From an optimization exercise on the open Yosys and OpenROAD flow, aimed at small area, a short achievable clock period and few clock cycles per item; shortcuts taken in it are not production practice. RTL that was checked went through simulation tests only; none was proved equivalent to the original. No functional check of the RTL was part of run 5. Power and IR drop assume default switching activity.

<file path="flow/design.v">
`timescale 1ns/10ps
module IOTDF( clk, rst, in_en, iot_in, fn_sel, busy, valid, iot_out);
    input          clk;
    input          rst;
    input          in_en;
    input  [7:0]   iot_in;
    input  [2:0]   fn_sel;
    output         busy;
    output         valid;
    output [127:0] iot_out;
    reg  [3:0]   cnt;       
    reg  [7:0]   d0;        
    reg  [7:0]   d1;        
    reg  [11:0]  s;         
    reg          first;     
    reg          g_sel;     
    reg          f_sel;     
    reg          last;      
    reg          o_valid;
    reg  [127:0] o_data;
    assign busy    = 1'b0;
    assign valid   = o_valid;
    assign iot_out = o_data;
    wire start = (cnt == 4'd0);
    wire [5:0] fs = d0[7:2] ^ d0[5:0] ^ s[7:2];
    wire [5:0] fc = (d0[7:2] & d0[5:0]) | (d0[7:2] & s[7:2]) | (d0[5:0] & s[7:2]);
    wire [1:0] hs = d0[7:6] ^ s[9:8];
    wire [1:0] hc = d0[7:6] & s[9:8];
    wire [11:0] tp = {s[11:10], hs, fs, d0[1:0]};
    wire [11:0] tq = {1'b0, hc, fc, 1'b0, s[1:0]};
    wire [11:0] t   = tp + tq;
    wire [7:0]  fir = t[11:4];
    wire [4:0] us = d0[7:3] ^ d0[4:0] ^ d1[6:2];
    wire [4:0] uc = (d0[7:3] & d0[4:0]) | (d0[7:3] & d1[6:2]) | (d0[4:0] & d1[6:2]);
    wire       hus = d0[5] ^ d1[7];
    wire       huc = d0[5] & d1[7];
    wire [11:0] up = {1'b0, d0[7:6], hus, us, d0[2:0]};
    wire [11:0] uq = {2'b00, huc, uc, 1'b1, d1[1:0], 1'b0};
    wire [11:0] s_nxt = up + uq;
    wire        p = o_data[0] & ~first;
    reg  [7:0]  gray;
    integer i;
    always @(*) begin
        gray[7] = p ^ d0[7];
        for (i = 6; i >= 0; i = i - 1) gray[i] = gray[i+1] ^ d0[i];
    end
    wire [7:0] res = ({8{g_sel}} & gray) | ({8{f_sel}} & fir);
    always @(posedge clk) begin
        d0    <= iot_in;
        d1    <= start ? 8'd0 : d0;
        s     <= start ? 12'd8 : s_nxt;
        first <= start;
        g_sel <= (fn_sel == 3'b001);
        f_sel <= (fn_sel == 3'b010);
        o_data <= {o_data[119:0], res};
        if (rst) begin
            cnt     <= 4'd0;
            last    <= 1'b0;
            o_valid <= 1'b0;
        end else begin
            if (in_en) cnt <= cnt + 4'd1;
            last    <= in_en & (cnt == 4'd15);
            o_valid <= last;
        end
    end
endmodule
</file>
<file path="flow/flow/run.sh">
#!/bin/bash
# The standard ORFS layout with three changes:
#  - synthesis maps all logic with ABC under a delay target (map -D) instead of
#    extracting full/half adder cells first (ADDER_MAP_FILE empty); sizing and
#    buffering are left to OpenROAD's repair steps;
#  - the port buffers are the smallest buffer, buf_1;
#  - CTS uses clkbuf_4/clkbuf_8 for the tree under a clkbuf_16 root and
#    inserts no dummy loads.
# Everything else (synthesis script, floorplan, placement, routing) is the
# standard flow. Each step's output goes to a log file in this folder.
set -euo pipefail
D=${ABC_D:-1400}
rm -rf scripts_synth
cp -r "$FLOW_HOME/scripts" scripts_synth
cat > scripts_synth/abc_speed.script <<EOS
strash
dch
map -D $D
topo
EOS
bash standard.sh SCRIPTS_DIR="$PWD/scripts_synth" ADDER_MAP_FILE= synth > synth.log 2>&1
bash standard.sh BUFFER_PORTS_ARGS="-buffer_cell sky130_fd_sc_hd__buf_1" CTS_ARGS="-sink_clustering_enable -repair_clock_nets -dont_use_dummy_load -sink_clustering_size 40 -sink_clustering_max_diameter 80 -root_buf sky130_fd_sc_hd__clkbuf_16 -buf_list {sky130_fd_sc_hd__clkbuf_4 sky130_fd_sc_hd__clkbuf_8}" finish > layout.log 2>&1
</file>
<file path="flow/config.mk">
export PLATFORM = sky130hd
export DESIGN_NAME = IOTDF
export DESIGN_NICKNAME = IOTDF
export VERILOG_FILES = /design/flow/design.v
export SDC_FILE = /design/flow/constraint.sdc
export NUM_CORES = 4
export LEC_CHECK = 0
export ABC_CLOCK_PERIOD_IN_PS = 2000
export CAP_MARGIN = 20
export CORE_AREA = 2.3 2.72 92.82 92.62
export DIE_AREA = 0 0 95.22 95.22
export SETUP_SLACK_MARGIN = 3.45
export SLEW_MARGIN = 20
</file>
<file path="flow/constraint.sdc">
create_clock -name core_clock -period 5.5 [get_ports {clk}]
set_input_delay 1.1000 -clock core_clock [delete_from_list [all_inputs] [get_ports {clk}]]
set_output_delay 1.1000 -clock core_clock [all_outputs]
set_load 0.01 [all_outputs]
</file>
<file path="flow/standard.sh">
#!/bin/bash
# synth_recipe.tcl (not shown) runs the flow's synth.tcl, then flattens the netlist and writes it again
# the make line also repeats each setting of config.mk as NAME=value (left out here)
make -C /OpenROAD-flow-scripts/flow DESIGN_CONFIG=/design/flow/config.mk WORK_HOME=/design/flow/orfs CLKGATE_MAP_FILE= SYNTH_SCRIPT=/design/flow/synth_recipe.tcl "${@:-finish}"
</file>
==> results.ini, run 1 <==
[timing]
hold_viol = 0
clock.fmax_mhz = 459.9
setup_viol = 0
fin_crit_ps = 2175
rsz0062_at_grt = yes
timing.final.crit_share = 0.3954
tns_ps = 0
skew_ps = 29.78
report.final.slew_viol_count = 0

[worst_setup_path]
r2r-end = o_data[5]
r2r_start = d0[6]
crit_path_cell_trace = maj3_2 > o21a_1 > and2_2 > nor2_4 > nand2_1 > o21ai_4 > nand3_1 > nand2_2 > buf_4 > o21ai_2 > o21ai_1
regToRegSetupSlack_ps = 3330
reg2reg_depth = 11
critPathSlowestCell = dfxtp_4
cp.arrival_ps = 2440
max_stage_delay_ps = 410
end_kind = flip-flop
path_class = flip-flop to flip-flop
crit_fanout = 11
worstPathRequired_ps = 5770
start_kind = flip-flop

[cts]
ctsLongestPathBuffers = 2
clock-sinks = 164
cts_buffers = 17
clk_pin_slew_ps = 100
cts-root-buf = clkbuf_16
clk_latency_ps = 370
cts-hold-fix-buffers = 0
h-tree-depth = 4
cts_tree = yes

[route]
wl_per_cell_um = 14.25
drt-total-wl_um = 10490
dr.pass1.iters = 4
post_drt_via_cell_ratio = 4.826
drc = 0
ant_nets = 0
vias = 3552
drtIter0Drc = 86

[die]
dieArea_sq_um = 9067
core_sq_um = 8093
row_count = 33
pin_count = 144
die_x_um = 95.22
start_util = 0.5702
die_h_um = 95.22

[placement]
place_congestion = 0.7628
dp_cells = 687
hpwl_um = 7165
portBuffers = 142

[synth]
synth_seq_cells = 164
ys.flop_type = dfxtp_1
synth_area_per_cell_sq_um = 10.49
async_reset_ff_frac = 0
syn_area_sq_um = 4614
ys.warnings.count = 1
yosysUniqueCellTypes = 27
synth_cells = 440
synthesis.nets = 454
synth_edf_count = 0
synth_seq_area_share = 0.7115

[finish]
n_antenna_cell = 0
final_cell_mix = 155 x dfxtp_1, 135 x buf_1, 47 x nor2_1
drive_gt1_frac = 0.2108
layout_commonest_cell = dfxtp_1
stdcell_count = 736
fill_cells = 580
syn_to_final_growth_pct = 32.92
nNetsFinal = 647

[worst_hold_path]
min_path_type = flip-flop to flip-flop
min_from = o_data[68]
hold_depth = 0
holdPathEnd = o_data[76]

[grt]
grt_max_degree = 18
grt_pass1_vias = 3131
grt_busiest_layer = met2
met1_usage = 0.2489
met3_usage = 0.08617
grtUsageMet2 = 0.3938
grt_first_pass_wirelength_um = 15070
antenna_found_initial = 0
overflow = 0
grt_usage = 0.2222

[status]
status = finished clean

[power]
power_leakage_nw = 2.452
finalPower_w = 0.002527
worst_ir_drop_vdd_mv = 0.1893
powerDensity_nw_per_um2 = 411.9

[job]
cap_violations = 0

[state kept, by name, summed over array words and instances (netlist names)]
name     count
d1           8
s           11
o_data     128
last         1
cnt          4
g_sel        1
o_valid      1
first        1
d0           8
f_sel        1
[cell families after synthesis]
| group | count (synthesis) | share of synthesized area |
|---|---|---|
| AND/OR/NAND/NOR | 155 | 0.1424 |
| buffers and inverters | 40 | 0.03335 |
| adder cells (fa/ha/maj) | 3 | 0.006508 |
| flip-flops | 164 | 0.7115 |
| XOR/XNOR | 16 | 0.03037 |
| AO/OA/AOI/OAI | 61 | 0.07511 |
| other | 1 | 0.0008127 |
[layer usage]
metal  share of wire  vias to the layer above
li1                -                     1802
met1            0.40                     1630
met2            0.52                      114
met3           0.069                        6
met4          0.0064                        0
met5               0                        -
[critical path, delay by kind of cell, from the launching register on]
kind            cells  cell delay, ps
compound gates      4             530
fa+ha+maj           1             340
simple gates        5             690
flops               1             410
buf+inv             1             110
[metrics by stage]
step	utilization	instance area (sq um)	hold slack, ps	setup slack [ps]
2_1_floorplan	-	4637	381.7	3458
3_3_place_gp	0.6551	5301	331.1	2918
3_5_place_dp	0.6551	5301	333.0	2915
4_1_cts	0.7168	5801	329.1	3406
5_1_grt	0.7579	6133	328.6	3240
6_report	0.7579	6133	327.1	3325
[Yosys cell counts (2+ instances only)]
library cell,number,share of area
xnor2_1,4,0.0076
nand2_1,56,0.046
dfxtp_1,164,0.71
a22oi_1,2,0.0033
nand3_1,19,0.021
nor3_1,14,0.015
o22ai_1,8,0.011
nor2_1,56,0.046
maj3_1,3,0.0065
xor2_1,12,0.023
or2_2,2,0.0027
and2_2,5,0.0081
a21oi_1,25,0.027
clkinv_1,39,0.032
o21ai_0,16,0.017
o21a_1,4,0.0065
[how the worst max path moves through the flow]
stage           from        end  slack, ps  cells after the start
3_5_place_dp   d0[7]  o_data[0]       2910                     12
5_1_grt        d0[6]  o_data[5]       3240                     11
6_report       d0[6]  o_data[5]       3330                     11
4_1_cts        d0[3]  o_data[5]       3410                     13
2_1_floorplan  d0[2]  o_data[6]       3460                     11
3_3_place_gp   d0[7]  o_data[0]       2920                     12
[where the power goes]
group          internal, W  switching, W
clock network     0.000292      0.000352
registers          0.00132     0.0000749
logic             0.000199      0.000290
[layout make-up]
| class | instances | area, sq um | area share |
|---|---|---|---|
| sequential | 164 | 3314 | 0.5404 |
| tap | 105 | 131.4 | 0.02142 |
| timing repair buffer | 175 | 804.5 | 0.1312 |
| multi-input combinational | 236 | 1484 | 0.2419 |
| clock buffer | 17 | 245.2 | 0.03998 |
| inverter | 39 | 153.9 | 0.02509 |
[what timing repair did]
item / CTS / global route
gates resized for setup: 45 / 62
endpoints found under the setup margin: 14 / 20
pin swaps: 11 / 32
buffers inserted: 15 / 17
Testbench counts, summed over its fixed seeds: cycles 38,424, blocks 2,400.
==> run 2: changes to the inputs <==
--- a/flow/config.mk
+++ b/flow/config.mk
@@ -7,7 +7,7 @@
 export LEC_CHECK = 0
 export ABC_CLOCK_PERIOD_IN_PS = 2000
 export CAP_MARGIN = 20
-export CORE_AREA = 2.3 2.72 92.82 92.62
-export DIE_AREA = 0 0 95.22 95.22
+export CORE_AREA = 2.3 2.72 97.65 97.45
+export DIE_AREA = 0 0 100.05 100.05
 export SETUP_SLACK_MARGIN = 3.45
 export SLEW_MARGIN = 20
==> results.ini, run 2 <==
[status]
status = finished clean

[finish]
fill_cells = 724  ; +25%
top_register = o_data
drive_gt1_frac = 0.2044  ; -0.006339
layout_commonest_cell = dfxtp_1
nNetsFinal = 647  ; unchanged
final_cell_mix = 155 x dfxtp_1, 140 x buf_1, 47 x nor2_1
reg.largest.list = o_data: 128 flops, s: 11 flops
fin_area_sq_um = 6107  ; -0.43%
n_antenna_cell = 0  ; unchanged
largest_reg_flops = 128  ; unchanged
syn_to_final_growth_pct = 32.35

[worst_setup_path]
end_kind = flip-flop
r2r-end = o_data[5]
cp_top_family = simple AND/OR/NAND/NOR gates
start_kind = flip-flop
r2r_start = d0[3]
critPathBufInv = 1  ; unchanged
regToRegSetupSlack_ps = 3400  ; +70 ps
critPathSlowestCell = dfxtp_4
max_stage_delay_ps = 380  ; -30 ps
worstPathRequired_ps = 5720  ; -50 ps
reg2reg_depth = 12  ; +1
crit_path_cell_trace = buf_6 > nor3_1 > o22ai_2 > and2_4 > nor2_2 > nand2_2 > o21ai_4 > nand3_1 > nand2_1 > a21oi_1 > o21ai_2 > o21ai_1
crit_fanout = 5  ; -6
path_class = flip-flop to flip-flop
cp.arrival_ps = 2320  ; -120 ps

[die]
dieArea_sq_um = 10010  ; +10%
die_h_um = 100.1  ; +5.1%
pin_count = 144  ; unchanged
row_count = 34  ; +3.0%
start_util = 0.5240  ; -0.04618
die_x_um = 100.1  ; +5.1%
core_sq_um = 8806  ; +8.8%

[cts]
cts-root-buf = clkbuf_16
cts_tree = yes
h-tree-depth = 4  ; unchanged
clk_latency_ps = 370  ; about the same
cts_buffers = 17  ; unchanged
clk_pin_slew_ps = 90  ; about the same
ctsLongestPathBuffers = 2  ; unchanged
cts-hold-fix-buffers = 0  ; unchanged
clock-sinks = 164  ; unchanged

[grt]
grt_pass1_vias = 3292  ; +5.1%
grt_max_degree = 19  ; +1
antenna_found_initial = 0  ; unchanged
grt_first_pass_wirelength_um = 15460  ; +2.6%
overflow = 0  ; unchanged
grt_usage = 0.1995  ; -0.02270

[route]
drt-total-wl_um = 10400  ; -0.78%
wl_per_cell_um = 14.08  ; -1.2%
vias = 3581  ; +0.82%
drtIter0Drc = 119  ; +38%
dr.pass1.iters = 4  ; unchanged
ant_nets = 0  ; unchanged
post_drt_via_cell_ratio = 4.846  ; +0.41%
drc = 0  ; unchanged

[synth]
synth_seq_area_share = 0.7115  ; unchanged
synth_area_leaders = dfxtp_1 71%, nand2_1 4.6%, nor2_1 4.6%
synth_edf_count = 0  ; unchanged
ys.warnings.count = 1  ; unchanged
synth_area_per_cell_sq_um = 10.49  ; unchanged
synth_top_area_share = 0.7115  ; unchanged
ys_top_cells_by_count = 164 x dfxtp_1, 56 x nand2_1, 56 x nor2_1, 39 x clkinv_1, 25 x a21oi_1
yosysMostFrequentCell = dfxtp_1
syn_area_sq_um = 4614  ; unchanged
async_reset_ff_frac = 0  ; unchanged
synth_seq_cells = 164  ; unchanged
synth_cells = 440  ; unchanged
synth_top_cell_by_area = dfxtp_1
synthesis.nets = 454  ; unchanged
yosysUniqueCellTypes = 27  ; unchanged
ys.flop_type = dfxtp_1

[job]
cap_violations = 0  ; unchanged

[timing]
tns_ps = 0  ; unchanged
clock.fmax_mhz = 475.8  ; +3.5%
rsz0062_at_grt = yes
fin_crit_ps = 2102  ; -72.80 ps
setup_viol = 0  ; unchanged
whs_ps = 307.4  ; -19.64 ps
report.final.slew_viol_count = 0  ; unchanged
hold_viol = 0  ; unchanged
skew_ps = 33.66  ; +3.883 ps
timing.final.crit_share = 0.3821  ; -0.01324

[power]
powerDensity_nw_per_um2 = 408.9  ; -0.74%
power_leakage_nw = 2.434  ; -0.75%
worst_ir_drop_vdd_mv = 0.1816  ; -4.1%
finalPower_w = 0.002497  ; -1.2%

[worst_hold_path]
min_from = o_data[63]
holdPathEnd = o_data[71]
hold_depth = 0  ; unchanged
min_path_type = flip-flop to flip-flop

[placement]
hpwl_um = 7167  ; about the same
placed_area_sq_um = 5305  ; about the same
place_congestion = 0.7972  ; +4.5%
portBuffers = 142  ; unchanged

==> run 2: final cells by class <==
type	instances	area, sq um	area share
inverters	39	155.1	0.02540
multi-input cells	236	1451	0.2377
flip-flops and latches	164	3317	0.5431
well taps	108	135.1	0.02213
repair buffers	175	803.3	0.1315
clock buffers	17	245.2	0.04016
==> run 2: timing repair <==
action | CTS | global route
pin swaps | 11 | 26
resized for setup | 45 | 52
endpoints found under the setup margin | 15 | 15
setup buffers | 17 | 15
==> run 2: logic make-up (layout without fill, tap and decap cells) <==
| family | count (synthesis) | after routing | synth area share |
|---|---|---|---|
| other | 1 | 1 | 0.0008127 |
| flip-flops | 164 | 164 | 0.7115 |
| AO/OA/AOI/OAI | 61 | 61 | 0.07511 |
| adder cells (fa/ha/maj) | 3 | 3 | 0.006508 |
| XOR/XNOR | 16 | 16 | 0.03037 |
| buffers and inverters | 40 | 231 | 0.03335 |
| AND/OR/NAND/NOR | 155 | 155 | 0.1424 |
==> run 2: worst max-delay path by stage <==
stage          start        end  depth (start not counted)
3_3_place_gp   d0[2]  o_data[5]                         11
6_report       d0[3]  o_data[5]                         12
2_1_floorplan  d0[2]  o_data[6]                         11
3_5_place_dp   d0[2]  o_data[5]                         11
4_1_cts        d0[1]  o_data[5]                         12
5_1_grt        d0[3]      s[10]                         14
==> run 2: where the power goes <==
| part | internal (W) | total (W) | switching [W] | leakage (nW) |
|---|---|---|---|---|
| Combinational | 0.000188 | 0.000476 | 0.000287 | 0.954 |
| Clock | 0.000292 | 0.000634 | 0.000342 | 0.127 |
| Sequential | 0.00132 | 0.00139 | 0.0000699 | 1.35 |
| Total | 0.00180 | 0.00250 | 0.000699 | 2.43 |
==> run 2: metal layers <==
| metal | GRT usage | wire length [um] | part of all wire | vias up |
|---|---|---|---|---|
| met5 | 0 | 0 | 0 | - |
| met4 | 0.06112 | 118 | 0.011 | 0 |
| met3 | 0.06337 | 580 | 0.056 | 15 |
| met2 | 0.3649 | 5416 | 0.52 | 111 |
| met1 | 0.2210 | 4288 | 0.41 | 1662 |
| li1 | - | - | - | 1793 |
==> run 2: through the flow <==
step	std cells	setup slack, ps	utilization
3_3_place_gp	690	2920	0.6024
5_1_grt	739	3308	0.6935
4_1_cts	724	3392	0.6635
3_5_place_dp	690	2853	0.6024
6_report	739	3398	0.6935
2_1_floorplan	440	3458	-
==> run 3: changes to the inputs <==
--- a/flow/config.mk
+++ b/flow/config.mk
@@ -7,7 +7,7 @@
 export LEC_CHECK = 0
 export ABC_CLOCK_PERIOD_IN_PS = 2000
 export CAP_MARGIN = 20
-export CORE_AREA = 2.3 2.72 97.65 97.45
-export DIE_AREA = 0 0 100.05 100.05
+export CORE_AREA = 2.3 2.72 117.66 117.46
+export DIE_AREA = 0 0 120.06 120.06
 export SETUP_SLACK_MARGIN = 3.45
 export SLEW_MARGIN = 20
==> results.ini, run 3 <==
[placement]
portBuffers = 142  ; unchanged
hpwl_um = 7397  ; +3.2%
place_congestion = 0.8165  ; +2.4%
dp_cells = 758  ; +9.9%

[worst_setup_path]
path_class = flip-flop to flip-flop
worstPathRequired_ps = 5750  ; +30 ps
start_kind = flip-flop
worst-path-stages = 15  ; +3
crit_fanout = 6  ; +1
regToRegSetupSlack_ps = 3310  ; -80 ps
r2r_start = d0[3]
max_stage_delay_ps = 400  ; +20 ps
cp_top_family = compound AO/OA/AOI/OAI gates
cp.arrival_ps = 2430  ; +110 ps
reg2reg_depth = 15  ; +3
critPathBufInv = 4  ; +3
crit_path_cell_trace = buf_6 > nand3_2 > a22oi_2 > buf_4 > buf_6 > nand2_2 > o41ai_2 > buf_4 > a21oi_4 > a21oi_2 > nand3_2 > nand3_2 > nand3_2 > nand2_2 > o22ai_2
r2r-end = o_data[6]
crit_top_cell = nand3_2
critPathSlowestCell = dfxtp_4
end_kind = flip-flop
crit_start = d0[3]
cp-endpoint = o_data[6]

[die]
core_sq_um = 13140  ; +49%
start_util = 0.3512  ; -0.1728
die_x_um = 120.1  ; +20%
dieArea_sq_um = 14410  ; +44%
die_h_um = 120.1  ; +20%
row_count = 42  ; +24%
pin_count = 144  ; unchanged

[synth]
synth_top_area_share = 0.7115  ; unchanged
synth.area.mux_share = 0  ; unchanged
synth_top_family_by_area = simple AND/OR/NAND/NOR gates
synth-compound-area-share = 0.07511  ; unchanged
synth_seq_area_share = 0.7115  ; unchanged
synthesis.nets = 454  ; unchanged
async_reset_ff_frac = 0  ; unchanged
ys.warnings.count = 1  ; unchanged
yosysMostFrequentCell = dfxtp_1
synth_area_leaders = dfxtp_1 71%, nand2_1 4.6%, nor2_1 4.6%
syn_area_sq_um = 4614  ; unchanged
synth_seq_cells = 164  ; unchanged
synth_cells = 440  ; unchanged
ys_top_cells_by_count = 164 x dfxtp_1, 56 x nand2_1, 56 x nor2_1, 39 x clkinv_1, 25 x a21oi_1
ys.flop_type = dfxtp_1
synthXorXnorAreaFrac = 0.03037  ; unchanged
synth-simple-area-share = 0.1424  ; unchanged
synth_fa_ha_area_frac = 0.006508  ; unchanged
synth_area_per_cell_sq_um = 10.49  ; unchanged
yosysUniqueCellTypes = 27  ; unchanged
synth_edf_count = 0  ; unchanged
synth_top_cell_by_area = dfxtp_1

[cts]
clock-sinks = 164  ; unchanged
clk_latency_ps = 370  ; about the same
cts-hold-fix-buffers = 0  ; unchanged
cts_tree = yes
ctsLongestPathBuffers = 2  ; unchanged
h-tree-depth = 4  ; unchanged
cts_buffers = 17  ; unchanged
clk_pin_slew_ps = 80  ; about the same
cts-root-buf = clkbuf_16

[status]
status = finished clean

[route]
dr.pass1.iters = 4  ; unchanged
drt-total-wl_um = 11010  ; +5.9%
vias = 3687  ; +3.0%
post_drt_via_cell_ratio = 4.496  ; -7.2%
drtIter0Drc = 167  ; +40%
wl_per_cell_um = 13.43  ; -4.6%
drc = 0  ; unchanged
ant_nets = 0  ; unchanged

[finish]
syn_to_final_growth_pct = 37.83
largest_reg_flops = 128  ; unchanged
n_antenna_cell = 0  ; unchanged
final_cell_mix = 154 x dfxtp_1, 134 x buf_1, 49 x nor2_1
fill_cells = 1227  ; +69%
drive_gt1_frac = 0.2391  ; +0.03469
top_register = o_data
nNetsFinal = 660  ; +2.0%
stdcell_count = 820  ; +11%
seq_area_sq_um = 3316  ; about the same
layout_commonest_cell = dfxtp_1
reg.largest.list = o_data: 128 flops, s: 11 flops
multi_input_area_sq_um = 1505  ; +3.7%

[power]
switchingPower_w = 0.0007209  ; +3.2%
swShare = 0.2831  ; +0.003259
p_comb_frac = 0.201  ; +0.011
worst_ir_drop_vdd_mv = 0.1769  ; -2.6%
internal_power_w = 0.001826  ; +1.5%
power_frac_seq = 0.549  ; -0.007
powerDensity_nw_per_um2 = 400.4  ; -2.1%
clkPwrFrac = 0.250  ; -0.004
power_leakage_nw = 2.532  ; +4.0%

[timing]
whs_ps = 318.0  ; +10.55 ps
timing.final.crit_share = 0.3973  ; +0.01515
tns_ps = 0  ; unchanged
setup_viol = 0  ; unchanged
skew_ps = 27.56  ; -6.105 ps
fin_crit_ps = 2185  ; +83.35 ps
clock.fmax_mhz = 457.7  ; -3.8%
hold_viol = 0  ; unchanged
rsz0062_at_grt = yes
report.final.slew_viol_count = 0  ; unchanged

[grt]
antenna_found_initial = 0  ; unchanged
grt_first_pass_wirelength_um = 15770  ; +2.0%
grt_max_degree = 18  ; -1
overflow = 0  ; unchanged
grt_pass1_vias = 3382  ; +2.7%
grt_usage = 0.1427  ; -0.05683

[worst_hold_path]
hold_depth = 0  ; unchanged
min_path_type = flip-flop to flip-flop

[job]
cap_violations = 0  ; unchanged

-- run 3: cell counts after synthesis --
No cell type changed its count.
-- run 3: cell type report --
type                       instances  share of cell area
timing repair buffer             188              0.1446
clock buffer                      17             0.03856
sequential                       164              0.5213
multi-input combinational        236              0.2367
inverter                          39             0.02420
tap                              176             0.03463
-- run 3: how the worst min path moves through the flow --
stage | from | endpoint | slack [ps]
floorplan | o_data[92] | o_data[100] | 380
detailed placement | o_data[98] | o_data[106] | 330
CTS | o_data[98] | o_data[106] | 320
global placement | o_data[23] | o_data[31] | 330
finish | o_data[98] | o_data[106] | 320
global route | o_data[89] | o_data[97] | 320
-- run 3: power by group through the flow --
stage | combinational, W | sequential [W] | clock (W)
6_report | 0.000513 | 0.00140 | 0.000636
3_3_place_gp | 0.000353 | 0.00142 | 0
4_1_cts | 0.000422 | 0.00140 | 0.000663
5_1_grt | 0.000560 | 0.00141 | 0.000707
2_1_floorplan | 0.000180 | 0.00146 | 0
3_5_place_dp | 0.000354 | 0.00143 | 0
-- run 3: repair_timing --
action,in CTS,in global routing
buffers inserted,27,18
pin swaps,15,28
hold endpoints to repair,0,0
resized for setup,57,58
endpoints found under the setup margin,15,22
-- run 3: cells by family (layout without fill, tap and decap cells) --
kind of cell | Yosys count | in the layout
DFF | 164 | 164
and+or+nand+nor | 155 | 155
AOI/OAI and AO/OA | 61 | 61
buffers and inverters | 40 | 244
xor gates and xnor gates | 16 | 16
adders and majority gates | 3 | 3
other | 1 | 1
-- run 3: through the flow --
stage          cell area [sq um]  utilization  power, W  setup WS, ps
2_1_floorplan               4637            -  0.001638          3458
3_3_place_gp                5390       0.4103  0.001770          2993
3_5_place_dp                5390       0.4103  0.001780          2884
4_1_cts                     6016       0.4579  0.002484          3383
5_1_grt                     6360       0.4841  0.002679          3203
6_report                    6360       0.4841  0.002547          3315
-- run 3: metal layers --
layer / up-vias / global-route usage / part of all wire
met4: 0 / 0.06544 / 0.021
met2: 146 / 0.2496 / 0.52
met5: - / 0 / 0
li1: 1827 / - / -
met3: 24 / 0.06036 / 0.078
met1: 1690 / 0.1475 / 0.38
==> run 4: changes to the inputs <==
--- a/flow/config.mk
+++ b/flow/config.mk
@@ -7,7 +7,7 @@
 export LEC_CHECK = 0
 export ABC_CLOCK_PERIOD_IN_PS = 2000
 export CAP_MARGIN = 20
-export CORE_AREA = 2.3 2.72 117.66 117.46
-export DIE_AREA = 0 0 120.06 120.06
+export CORE_AREA = 2.3 2.72 103.86 103.66
+export DIE_AREA = 0 0 106.26 106.26
 export SETUP_SLACK_MARGIN = 3.45
 export SLEW_MARGIN = 20
==> results.ini, run 4 <==
[status]
status = finished clean

[synth]
synthXorXnorAreaFrac = 0.03037  ; unchanged
synth_fa_ha_area_frac = 0.006508  ; unchanged
synth_seq_cells = 164  ; unchanged
synthesis.nets = 454  ; unchanged
yosysMostFrequentCell = dfxtp_1
synth_area_leaders = dfxtp_1 71%, nand2_1 4.6%, nor2_1 4.6%
synth_top_cell_by_area = dfxtp_1
synth-compound-area-share = 0.07511  ; unchanged
synth_cells = 440  ; unchanged
syn_area_sq_um = 4614  ; unchanged
synth_top_family_by_area = simple AND/OR/NAND/NOR gates
synth_area_per_cell_sq_um = 10.49  ; unchanged
async_reset_ff_frac = 0  ; unchanged
yosysUniqueCellTypes = 27  ; unchanged
ys_top_cells_by_count = 164 x dfxtp_1, 56 x nand2_1, 56 x nor2_1, 39 x clkinv_1, 25 x a21oi_1
synth_edf_count = 0  ; unchanged
ys.flop_type = dfxtp_1
synth_seq_area_share = 0.7115  ; unchanged
synth_top_area_share = 0.7115  ; unchanged
synth-simple-area-share = 0.1424  ; unchanged
synth.area.mux_share = 0  ; unchanged
ys.warnings.count = 1  ; unchanged

[timing]
fin_crit_ps = 2146  ; -39.47 ps
setup_viol = 0  ; unchanged
timing.final.crit_share = 0.3901  ; -0.007176
whs_ps = 329.7  ; +11.77 ps
hold_viol = 0  ; unchanged
clock.fmax_mhz = 466.1  ; +1.8%
skew_ps = 17.58  ; -9.972 ps
setup_ws_ps = 3354  ; +39.47 ps
tns_ps = 0  ; unchanged
rsz0062_at_grt = yes
report.final.slew_viol_count = 0  ; unchanged

[route]
post_drt_via_cell_ratio = 4.692  ; +4.4%
dr.pass1.iters = 4  ; unchanged
wl_per_cell_um = 13.11  ; -2.4%
drtIter0Drc = 115  ; -31%
vias = 3599  ; -2.4%
drt-total-wl_um = 10050  ; -8.7%
ant_nets = 0  ; unchanged
drc = 0  ; unchanged

[die]
core_sq_um = 10180  ; -22%
row_count = 37  ; -12%
pin_count = 144  ; unchanged
die_x_um = 106.3  ; -11%
die_h_um = 106.3  ; -11%
start_util = 0.4531  ; +0.1018
dieArea_sq_um = 11290  ; -22%

[finish]
syn_to_final_growth_pct = 33.65
top_register = o_data
final_cell_mix = 155 x dfxtp_1, 135 x buf_1, 48 x nor2_1
n_antenna_cell = 0  ; unchanged
final_core_util = 0.6055  ; +0.1214
nNetsFinal = 647  ; -2.0%
drive_gt1_frac = 0.2139  ; -0.02518
reg.largest.list = o_data: 128 flops, s: 11 flops
largest_reg_flops = 128  ; unchanged
layout_commonest_cell = dfxtp_1

[cts]
cts_buffers = 17  ; unchanged
clk_latency_ps = 370  ; about the same
cts-root-buf = clkbuf_16
cts_tree = yes
h-tree-depth = 4  ; unchanged
cts-hold-fix-buffers = 0  ; unchanged
clock-sinks = 164  ; unchanged
clk_pin_slew_ps = 80  ; about the same
ctsLongestPathBuffers = 2  ; unchanged

[power]
powerDensity_nw_per_um2 = 405.0  ; +1.1%
clkPwrFrac = 0.255  ; +0.005
p_comb_frac = 0.189  ; -0.012
swShare = 0.2800  ; -0.003099
worst_ir_drop_vdd_mv = 0.2049  ; +16%
switchingPower_w = 0.0006993  ; -3.0%
finalPower_w = 0.002498  ; -1.9%
power_leakage_nw = 2.451  ; -3.2%
internal_power_w = 0.001798  ; -1.5%
power_frac_seq = 0.557  ; +0.008

[grt]
grt_pass1_vias = 3256  ; -3.7%
grt_first_pass_wirelength_um = 15120  ; -4.1%
overflow = 0  ; unchanged
grt_usage = 0.1779  ; +0.03525
antenna_found_initial = 0  ; unchanged
grt_max_degree = 18  ; unchanged

[worst_setup_path]
path_class = flip-flop to flip-flop
start_kind = flip-flop
worstPathRequired_ps = 5750  ; about the same
crit_fanout = 5  ; -1
end_kind = flip-flop
regToRegSetupSlack_ps = 3350  ; +40 ps
cp.arrival_ps = 2390  ; -40 ps

[placement]
hpwl_um = 6827  ; -7.7%
pre_cts_ws_ps = 2845  ; -38.11 ps
place_congestion = 0.8040  ; -1.5%
portBuffers = 142  ; unchanged

[worst_hold_path]
min_path_type = flip-flop to flip-flop

[job]
cap_violations = 0  ; unchanged

run 4: power by group through the flow:
stage / Clock (W) / Sequential (W) / Combinational [W]
after floorplan: 0 / 0.00146 / 0.000180
after global placement: 0 / 0.00141 / 0.000354
after detailed placement: 0 / 0.00142 / 0.000354
after CTS: 0.000660 / 0.00139 / 0.000404
after global routing: 0.000709 / 0.00141 / 0.000515
final: 0.000636 / 0.00139 / 0.000471
run 4: area by class of cell:
class | instances | area [sq um]
repair buffers | 175 | 809.5
clock buffers | 17 | 245.2
inverters | 39 | 155.1
flip-flops and latches | 164 | 3314
well taps | 136 | 170.2
fillers | 882 | 4018
multi-input cells | 236 | 1473
run 4: cell families (layout without fill, tap and decap cells):
kind of cell,count (synthesis),in the layout
adders and majority gates,3,3
and+or+nand+nor,155,155
other,1,1
buffers and inverters,40,231
DFF,164,164
xor gates and xnor gates,16,16
AOI/OAI and AO/OA,61,61
run 4: worst paths after layout:
path / from / end / cells after the start
worst min-delay path: o_data[22] / o_data[30] / 0
worst max register to register: d0[4] / o_data[5] / 12
worst max-delay path: d0[4] / o_data[5] / 12
worst min register to register: o_data[22] / o_data[30] / 0
run 4: critical path: stages (launching register included):
cell and delay, ps:
dfxtp_4 360, buf_6 130, maj3_2 310, o21a_1 220, and2_4 150, nor2_4 150, nand2_2 90, o21ai_4 220
nand3_2 100, nand2_2 80, a21oi_1 60, o21ai_1 80, o21ai_1 100
run 4: what timing repair did:
item	4_1_cts	5_1_grt
buffers inserted	18	14
resized for setup	48	61
setup endpoints to repair	15	20
pin swaps	17	33
run 4: layer usage:
| metal | part of all wire | routed length [um] | vias up | track usage |
|---|---|---|---|---|
| met5 | 0 | 0 | - | 0 |
| met4 | 0.025 | 251 | 0 | 0.07707 |
| met3 | 0.081 | 816 | 23 | 0.08093 |
| met2 | 0.50 | 4994 | 134 | 0.3040 |
| met1 | 0.40 | 3991 | 1636 | 0.1888 |
| li1 | - | - | 1806 | - |
run 4: through the flow:
stage / cells / cell area (sq um)
after floorplan: 440 / 4637
after global placement: 718 / 5340
after detailed placement: 718 / 5340
after CTS: 753 / 5884
after global routing: 767 / 6167
final: 767 / 6167
==> run 5: changes to the inputs <==
==> flow/design.v (replaced) <==
`timescale 1ns/10ps
module IOTDF( clk, rst, in_en, iot_in, fn_sel, busy, valid, iot_out);
    input          clk;
    input          rst;
    input          in_en;
    input  [7:0]   iot_in;
    input  [2:0]   fn_sel;
    output         busy;
    output         valid;
    output [127:0] iot_out;
    reg  [3:0]   cnt;       
    reg  [7:0]   d0;        
    reg  [7:0]   e0;        
    reg  [7:0]   e1;        
    reg  [11:0]  s;         
    reg          first;     
    reg          g_sel;     
    reg          f_sel;     
    reg          last;      
    reg          o_valid;
    reg  [127:0] o_data;
    assign busy    = 1'b0;
    assign valid   = o_valid;
    assign iot_out = o_data;
    wire ends = (cnt == 4'd15);    
    wire clr  = ends | ~in_en;
    wire [5:0] fs = d0[7:2] ^ d0[5:0] ^ s[7:2];
    wire [5:0] fc = (d0[7:2] & d0[5:0]) | (d0[7:2] & s[7:2]) | (d0[5:0] & s[7:2]);
    wire [1:0] hs = d0[7:6] ^ s[9:8];
    wire [1:0] hc = d0[7:6] & s[9:8];
    wire [11:0] tp = {s[11:10], hs, fs, d0[1:0]};
    wire [11:0] tq = {1'b0, hc, fc, 1'b0, s[1:0]};
    wire [11:0] t   = tp + tq;
    wire [7:0]  fir = t[11:4];
    wire [4:0] us = e0[7:3] ^ e0[4:0] ^ e1[6:2];
    wire [4:0] uc = (e0[7:3] & e0[4:0]) | (e0[7:3] & e1[6:2]) | (e0[4:0] & e1[6:2]);
    wire       hus = e0[5] ^ e1[7];
    wire       huc = e0[5] & e1[7];
    wire [11:0] up = {1'b0, e0[7:6], hus, us, e0[2:0]};
    wire [11:0] uq = {2'b00, huc, uc, 1'b1, e1[1:0], 1'b0};
    wire [11:0] s_nxt = up + uq;
    wire        p = o_data[0] & ~first;
    reg  [7:0]  gray;
    integer i;
    always @(*) begin
        gray[7] = p ^ d0[7];
        for (i = 6; i >= 0; i = i - 1) gray[i] = gray[i+1] ^ d0[i];
    end
    wire [7:0] res = ({8{g_sel}} & gray) | ({8{f_sel}} & fir);
    always @(posedge clk) begin
        d0    <= iot_in;
        e0    <= clr ? 8'd0 : iot_in;
        e1    <= clr ? 8'd0 : e0;
        s     <= s_nxt;
        first <= (cnt == 4'd0);
        g_sel <= (fn_sel == 3'b001);
        f_sel <= (fn_sel == 3'b010);
        o_data <= {o_data[119:0], res};
        if (rst) begin
            cnt     <= 4'd0;
            last    <= 1'b0;
            o_valid <= 1'b0;
        end else begin
            if (in_en) cnt <= cnt + 4'd1;
            last    <= in_en & ends;
            o_valid <= last;
        end
    end
endmodule
--- a/flow/flow/run.sh
+++ b/flow/flow/run.sh
@@ -1,12 +1,10 @@
 #!/bin/bash
-# The standard ORFS layout with three changes:
+# The standard ORFS layout with two changes:
 #  - synthesis maps all logic with ABC under a delay target (map -D) instead of
 #    extracting full/half adder cells first (ADDER_MAP_FILE empty); sizing and
 #    buffering are left to OpenROAD's repair steps;
-#  - the port buffers are the smallest buffer, buf_1;
-#  - CTS uses clkbuf_4/clkbuf_8 for the tree under a clkbuf_16 root and
-#    inserts no dummy loads.
-# Everything else (synthesis script, floorplan, placement, routing) is the
+#  - the port buffers are the smallest buffer, buf_1.
+# Everything else (synthesis script, floorplan, placement, CTS, routing) is the
 # standard flow. Each step's output goes to a log file in this folder.
 set -euo pipefail
 D=${ABC_D:-1400}
--- a/flow/config.mk
+++ b/flow/config.mk
@@ -7,7 +7,7 @@
 export LEC_CHECK = 0
 export ABC_CLOCK_PERIOD_IN_PS = 2000
 export CAP_MARGIN = 20
-export CORE_AREA = 2.3 2.72 103.86 103.66
-export DIE_AREA = 0 0 106.26 106.26
-export SETUP_SLACK_MARGIN = 3.45
+export CORE_MARGIN = 2
+export CORE_UTILIZATION = 40
+export SETUP_SLACK_MARGIN = 3.4
 export SLEW_MARGIN = 20
==> results.ini, run 5 <==
[placement]
hpwl_um = 7515  ; +10%
pre_cts_ws_ps = 2936  ; +90.61 ps
place_congestion = 0.8013  ; -0.34%
portBuffers = 142  ; unchanged

[power]
swShare = 0.2846  ; +0.004617
powerDensity_nw_per_um2 = 389.2  ; -3.9%
worst_ir_drop_vdd_mv = 0.1669  ; -19%
internal_power_w = 0.001881  ; +4.6%
switchingPower_w = 0.0007481  ; +7.0%
power_leakage_nw = 2.643  ; +7.9%
power_frac_seq = 0.554  ; -0.003
clkPwrFrac = 0.248  ; -0.007
p_comb_frac = 0.198  ; +0.009

[worst_setup_path]
crit_fanout = 7  ; +2
end_kind = flip-flop
regToRegSetupSlack_ps = 3420  ; +60 ps
crit_path_cell_trace = nand2_4 > nand2_2 > o21ai_2 > nand2_2 > nand2_2 > nor2_4 > nor2_4 > buf_6 > a21oi_4 > o31ai_4 > nand2_1 > nand4_1 > a21oi_2 > o21ai_1 > o21ai_1
path_class = flip-flop to flip-flop
critPathSlowestCell = dfxtp_4
start_kind = flip-flop
max_stage_delay_ps = 430  ; +70 ps
cp_top_family = simple AND/OR/NAND/NOR gates
crit_top_cell = nand2_2
worstPathRequired_ps = 5780  ; +30 ps
cp.arrival_ps = 2360  ; -30 ps
critPathBufInv = 1  ; unchanged

[timing]
slew_headroom = 0.6378
worst_pin_slew_ps = 542.0
clock.fmax_mhz = 480.6  ; +3.1%
report.final.slew_viol_count = 0  ; unchanged
rsz0062_at_grt = yes
fin_crit_ps = 2081  ; -64.86 ps
setup_ws_ps = 3419  ; +64.86 ps
setup_viol = 0  ; unchanged
skew_ps = 23.28  ; +5.693 ps
tns_ps = 0  ; unchanged
timing.final.crit_share = 0.3783  ; -0.01179
hold_viol = 0  ; unchanged

[finish]
largest_reg_flops = 128  ; unchanged
syn_to_final_growth_pct = 36.59
multi_input_area_sq_um = 1807  ; +23%
seq_area_sq_um = 3502  ; +5.7%
final_core_util = 0.5600  ; -0.04557
reg.largest.list = o_data: 128 flops, s: 12 flops
drive_gt1_frac = 0.2415  ; +0.02759
final_cell_mix = 158 x dfxtp_1, 142 x buf_1, 54 x nand2_1
nNetsFinal = 695  ; +7.4%
n_antenna_cell = 0  ; unchanged
layout_commonest_cell = dfxtp_1
top_register = o_data
fill_cells = 1080  ; +22%

[route]
drtIter0Drc = 159  ; +38%
wl_met2_um = 5518  ; +10%
drt-total-wl_um = 10850  ; +7.9%
drc = 0  ; unchanged
dr.pass1.iters = 4  ; unchanged
top_layer_used = met4
vias = 3845  ; +6.8%
post_drt_via_cell_ratio = 4.540  ; -3.3%
wl_met1_um = 4420  ; +11%
ant_nets = 0  ; unchanged
met3_length_um = 673  ; -18%
wl_per_cell_um = 12.81  ; -2.3%

[synth]
synthXorXnorAreaFrac = 0.03011  ; -0.0002574
async_reset_ff_frac = 0  ; unchanged
synth-simple-area-share = 0.1501  ; +0.007697
ys_top_cells_by_count = 173 x dfxtp_1, 71 x nand2_1, 63 x nor2_1, 54 x clkinv_1, 23 x o21ai_0
synth_cells = 489  ; +11%
syn_area_sq_um = 4945  ; +7.2%
synth_fa_ha_area_frac = 0.002024  ; -0.004483
synthesis.nets = 503  ; +11%
synth_seq_cells = 173  ; +5.5%
synth_seq_area_share = 0.7004  ; -0.01109
yosysUniqueCellTypes = 30  ; +11%
synth_top_family_by_area = simple AND/OR/NAND/NOR gates
synth.area.mux_share = 0  ; unchanged
synth-compound-area-share = 0.07414  ; -0.0009688
synth_top_area_share = 0.7004  ; -0.01109
synth_area_per_cell_sq_um = 10.11  ; -3.6%
ys.warnings.count = 1  ; unchanged
synth_area_leaders = dfxtp_1 70%, nand2_1 5.4%, nor2_1 4.8%
synth_top_cell_by_area = dfxtp_1
ys.flop_type = dfxtp_1
yosysMostFrequentCell = dfxtp_1
synth_edf_count = 0  ; unchanged

[cts]
cts-root-buf = clkbuf_16
clk_latency_ps = 370  ; about the same
clk_pin_slew_ps = 80  ; about the same
ctsLongestPathBuffers = 2  ; unchanged
cts_tree = yes
cts_buffers = 17  ; unchanged
h-tree-depth = 4  ; unchanged
clock-sinks = 173  ; +5.5%

[die]
row_count = 40  ; +8.1%
start_util = 0.4100  ; -0.04311
die_h_um = 115.2  ; +8.4%
core_sq_um = 12060  ; +18%
die_x_um = 115.2  ; +8.4%
pin_count = 144  ; unchanged
dieArea_sq_um = 13270  ; +18%

[grt]
grt_pass1_vias = 3461  ; +6.3%
grt_first_pass_wirelength_um = 15600  ; +3.2%
grt_max_degree = 17  ; -1
antenna_found_initial = 0  ; unchanged
grt_usage = 0.1527  ; -0.02525
overflow = 0  ; unchanged

[status]
status = finished clean

[worst_hold_path]
min_path_type = flip-flop to flip-flop

[job]
cap_violations = 0  ; unchanged

[run 5: kinds of logic (layout without fill, tap and decap cells)]
kind of cell             after synthesis  in the layout
AND/OR/NAND/NOR                      178            178
flip-flops                           173            173
AO/OA/AOI/OAI                         64             64
buffers and inverters                 55            245
XOR/XNOR                              17             17
adder cells (fa/ha/maj)                1              1
other                                  1              1
[run 5: per-stage QoR]
stage          instances  instance area [sq um]  hold WS (ps)  power, W
3_3_place_gp         798                   5690         330.2  0.001808
2_1_floorplan        489                   4955         367.7  0.001682
3_5_place_dp         798                   5690         334.6  0.001817
6_report             847                   6754         323.2  0.002629
5_1_grt              847                   6754         320.8  0.002767
4_1_cts              823                   6138         320.2  0.002519
[run 5: power groups by stage]
stage          combinational (W)  clock, W  sequential (W)
6_report                0.000521  0.000651         0.00146
5_1_grt                 0.000569  0.000727         0.00147
4_1_cts                 0.000386  0.000678         0.00145
3_5_place_dp            0.000333         0         0.00148
3_3_place_gp            0.000331         0         0.00148
2_1_floorplan           0.000161         0         0.00152
[run 5: final timing paths]
kind / start / endpoint / cells past startpoint
max reg2reg: d0[3] / o_data[6] / 15
min reg2reg: o_data[69] / o_data[77] / 0
max: d0[3] / o_data[6] / 15
min: o_data[69] / o_data[77] / 0
[run 5: worst register-to-register path, cell delays in order, from the launching register on]
cell	delay, ps
dfxtp_4	430
nand2_4	70
nand2_2	70
o21ai_2	60
nand2_2	120
nand2_2	90
nor2_4	140
nor2_4	60
buf_6	130
a21oi_4	170
o31ai_4	100
nand2_1	90
nand4_1	130
a21oi_2	160
o21ai_1	80
o21ai_1	120
[run 5: area by class of cell]
type	instances	share of cell area
sequential	173	0.5185
multi-input combinational	261	0.2675
timing repair buffer	174	0.1162
clock buffer	17	0.03631
tap	168	0.03112
inverter	54	0.03038
[run 5: repair_timing]
item,in CTS,in global routing
pin swaps,10,57
hold buffers,0,0
resized for setup,46,127
setup buffers,8,24
hold endpoints to repair,0,0
setup endpoints to repair,10,15
[run 5: per-layer routing]
| metal | track usage | vias up |
|---|---|---|
| met5 | 0 | - |
| met4 | 0.06988 | 0 |
| met3 | 0.05799 | 19 |
| met2 | 0.2624 | 120 |
| met1 | 0.1674 | 1763 |
| li1 | - | 1943 |

==> re-timing with driven ports <==
The results above use ideal ports. As a check the final layouts listed here were re-extracted and re-timed, cells and wires unchanged.
Step 1 (the two cells are an assumption about what drives the block):
set clk [get_ports {clk}]
set_driving_cell -lib_cell sky130_fd_sc_hd__clkbuf_16 $clk
set_driving_cell -lib_cell sky130_fd_sc_hd__buf_2 [delete_from_list [all_inputs] $clk]
Step 2 moves the port delays by t, midway between the first and last clock arrival at a register: inputs arrive t later, outputs are due t later. That takes back most of the time a late clock gives input paths.
Three values: ideal ports, drivers, drivers and shift; two values: the first two.
run | t, ns | slack for setup (ns) | worst slew at a driven data input, ns
run 1 | 0.392 | 3.325 / 3.325 / 3.325 | 0.03
run 2 | 0.387 | 3.398 / 3.398 / 3.398 | 0.04
run 3 | 0.394 | 3.315 / 3.315 / 3.315 | 0.03
run 4 | 0.397 | 3.354 / 3.354 / 3.354 | 0.03
run 5 | 0.400 | 3.419 / 3.419 / 3.419 | 0.03
After both steps setup and hold are still met in every run listed.
